This design comes from an exercise in tuning for small area on the open sky130 flow, not from production work.
In this exercise RTL edits were held to simulation tests only and were not proved equivalent to the original.
No driver is modelled on the clock port, so clock power and skew are understated where the tree is cut down; a real chip needs a root buffer or a tree.

lane 1:
## top_bounce
module top_bounce #(parameter CORDW=10) (   
    input  wire logic clk_pix,          
    input  wire logic rst,              
    input  wire logic [CORDW-1:0] init_q1x,   
    input  wire logic [CORDW-1:0] init_q1y,
    input  wire logic [CORDW-1:0] init_q2x,   
    input  wire logic [CORDW-1:0] init_q2y,
    input  wire logic [CORDW-1:0] init_q3x,   
    input  wire logic [CORDW-1:0] init_q3y,
    input  wire logic [5:0] init_dir,   
    output      logic [CORDW-1:0] sx,   
    output      logic [CORDW-1:0] sy,   
    output      logic de,               
    output      logic [7:0] sdl_r,      
    output      logic [7:0] sdl_g,      
    output      logic [7:0] sdl_b       
    );
Size: roughly 490 cells after synthesis, ~4000 um^2 of cells after synthesis.
clock: 10.0 ns
lec_check: 0
cap_margin: 20
core_margin: 2
core_utilization: 40
slew_margin: 20
standard.sh (not shown) runs the stock make flow with config.mk's settings and CLKGATE_MAP_FILE= SYNTH_SCRIPT=/design/flow/synth_recipe.tcl, a recipe that flattens the netlist after the stock synthesis.
==> flow/flow/run.sh <==
#!/bin/bash
# Standard ORFS layout (standard.sh) with three changes:
#  - synthesis: the reference script, but abc maps with an area script
#    (flow/area.abc) and Yosys's adder cell mapping is skipped;
#  - every port still gets its own buffer, but the smallest one (buf_1);
#  - clock tree: CTS, then rebuilt as four clkbuf_16 leaf buffers fed by
#    the clock port, each driving a k-means cluster of flip-flops.
set -euo pipefail
W=$PWD
export FLOW_WORK=$W
bash standard.sh \
  SYNTH_SCRIPT=$W/flow/synth_area.tcl \
  MY_ABC_SCRIPT=$W/flow/area.abc \
  FLOW_WORK=$W \
  ADDER_MAP_FILE= \
  "BUFFER_PORTS_ARGS=-buffer_cell sky130_fd_sc_hd__buf_1" \
  "CTS_ARGS=-sink_clustering_enable -repair_clock_nets -dont_use_dummy_load -buf_list sky130_fd_sc_hd__clkbuf_8" \
  POST_CTS_TCL=$W/flow/post_cts.tcl \
  CLOCK_LEAVES=4 CLOCK_LEAF_CELL=sky130_fd_sc_hd__clkbuf_16 \
  finish > $W/standard.log 2>&1
==> flow/flow/clocktree.tcl <==
# Rebuild the clock tree as a single level: the clock port drives
# CLOCK_LEAVES leaf buffers (CLOCK_LEAF_CELL), each driving one cluster
# of nearby flip-flops. Replaces the buffers CTS inserted.
set block [ord::get_db_block]
set db [ord::get_db]
set nleaves [expr {[info exists ::env(CLOCK_LEAVES)] ? $::env(CLOCK_LEAVES) : 3}]
set leafcell [expr {[info exists ::env(CLOCK_LEAF_CELL)] ? $::env(CLOCK_LEAF_CELL) : "sky130_fd_sc_hd__clkbuf_8"}]
set port_net [[$block findBTerm clk_pix] getNet]

set sinks {}
set tree_insts {}
set tree_nets {}
set ok 1
proc walk {net} {
  upvar sinks sinks tree_insts tree_insts tree_nets tree_nets ok ok
  foreach it [$net getITerms] {
    if {![$it isInputSignal]} { continue }
    set inst [$it getInst]
    set m [[$inst getMaster] getName]
    if {[regexp {__(clkbuf|buf)_\d+$} $m]} {
      lappend tree_insts $inst
      set out [[$inst findITerm X] getNet]
      lappend tree_nets $out
      walk $out
    } elseif {[$it getMTerm] ne "" && [[$it getMTerm] getName] eq "CLK"} {
      lappend sinks $it
    } else {
      puts "clocktree: unexpected load [$inst getName] ($m); leaving the tree as it is"
      set ok 0
    }
  }
}
walk $port_net
puts "clocktree: [llength $sinks] sinks, [llength $tree_insts] tree buffers"

if {$ok && [llength $sinks] > 0} {
  # sink locations
  set pts {}
  foreach it $sinks {
    set b [[$it getInst] getBBox]
    lappend pts [list [expr {([$b xMin] + [$b xMax]) / 2.0}] [expr {([$b yMin] + [$b yMax]) / 2.0}]]
  }
  # k-means, seeded along the longer axis
  set n [llength $pts]
  set xs [lsort -real [lmap p $pts {lindex $p 0}]]
  set ys [lsort -real [lmap p $pts {lindex $p 1}]]
  set cent {}
  for {set k 0} {$k < $nleaves} {incr k} {
    set i [expr {int(($k + 0.5) * $n / $nleaves)}]
    lappend cent [list [lindex $xs $i] [lindex $ys $i]]
  }
  for {set iter 0} {$iter < 50} {incr iter} {
    set assign {}
    foreach p $pts {
      set best 0; set bd 1e30
      for {set k 0} {$k < $nleaves} {incr k} {
        set c [lindex $cent $k]
        set d [expr {abs([lindex $p 0] - [lindex $c 0]) + abs([lindex $p 1] - [lindex $c 1])}]
        if {$d < $bd} { set bd $d; set best $k }
      }
      lappend assign $best
    }
    set newc {}
    for {set k 0} {$k < $nleaves} {incr k} {
      set sx 0; set sy 0; set cnt 0
      foreach p $pts a $assign { if {$a == $k} { set sx [expr {$sx + [lindex $p 0]}]; set sy [expr {$sy + [lindex $p 1]}]; incr cnt } }
      if {$cnt > 0} { lappend newc [list [expr {$sx / $cnt}] [expr {$sy / $cnt}]] } else { lappend newc [lindex $cent $k] }
    }
    set cent $newc
  }
  # take the old tree apart
  foreach it $sinks { $it disconnect }
  foreach inst $tree_insts { odb::dbInst_destroy $inst }
  foreach net $tree_nets { if {[$net getITermCount] == 0 && [$net getBTermCount] == 0} { odb::dbNet_destroy $net } }
  # build the new one
  set master [$db findMaster $leafcell]
  for {set k 0} {$k < $nleaves} {incr k} {
    set inst [odb::dbInst_create $block $master "clkleaf_$k"]
    set net [odb::dbNet_create $block "clknet_leaf_$k"]
    $net setSigType CLOCK
    [$inst findITerm A] connect $port_net
    [$inst findITerm X] connect $net
    set c [lindex $cent $k]
    $inst setLocation [expr {int([lindex $c 0])}] [expr {int([lindex $c 1])}]
    $inst setPlacementStatus PLACED
    set cnt 0
    foreach it $sinks a $assign { if {$a == $k} { $it connect $net; incr cnt } }
    puts "clocktree: leaf $k drives $cnt sinks"
  }
}
Other scripts of this flow, unchanged in this note and not shown: flow/flow/area.abc, flow/flow/post_cts.tcl, flow/flow/synth_area.tcl
Changes in lane 2 relative to lane 1:
--- a/flow/flow/run.sh
+++ b/flow/flow/run.sh
@@ -6 +6 @@
-#  - clock tree: CTS, then rebuilt as four clkbuf_16 leaf buffers fed by
+#  - clock tree: CTS, then rebuilt as three clkbuf_16 leaf buffers fed by
@@ -19 +19 @@
-  CLOCK_LEAVES=4 CLOCK_LEAF_CELL=sky130_fd_sc_hd__clkbuf_16 \
+  CLOCK_LEAVES=3 CLOCK_LEAF_CELL=sky130_fd_sc_hd__clkbuf_16 \
Results
Lane 2 went all the way through synthesis, placement and routing and the layout is clean on timing, DRC and antenna.
Compared to lane 1, lane 2 has fraction of final layout cells with drive strength greater than 1 0.17 points lower.
Relative to lane 1, the final hold slack of lane 2 is higher by 3.3 ps.
Compared to lane 1, lane 2 has final critical delay including setup and external delays 39 ps lower.
Worst setup slack | lane 2 above lane 1
Against lane 1, final wirelength in lane 2 fell slightly.
For post-layout net count, lane 2 and lane 1 come out practically identical.
In every run of this note, the design's own scripts or RTL, not TritonCTS, make the clock network.

## static timing again, ports no longer ideal
The results above use ideal ports. As a check the final layouts listed here were re-extracted and re-timed, cells and wires unchanged. Step 1 sets driving cells, clkbuf_16 on the clock port and buf_2 on the other inputs (assumed; they add their load-dependent delay and slew). Step 2 moves the port delays by t, midway between the first and last clock arrival at a register: inputs arrive t later, outputs are due t later. That takes back most of the time a late clock gives input paths. Slacks: no drivers / after step 1 / after step 2; pairs: no drivers / after step 1.
run	t, ns	slack for setup (ns)	worst setup path at the end
lane 1	0.228	5.377 / 5.432 / 5.204	input to register
lane 2	0.233	5.416 / 5.459 / 5.226	input to register
After both steps every run listed still meets setup and hold. The setup slack of lane 2, which loses most, moves by +0.043 ns with the drivers and by -0.190 ns with both steps.
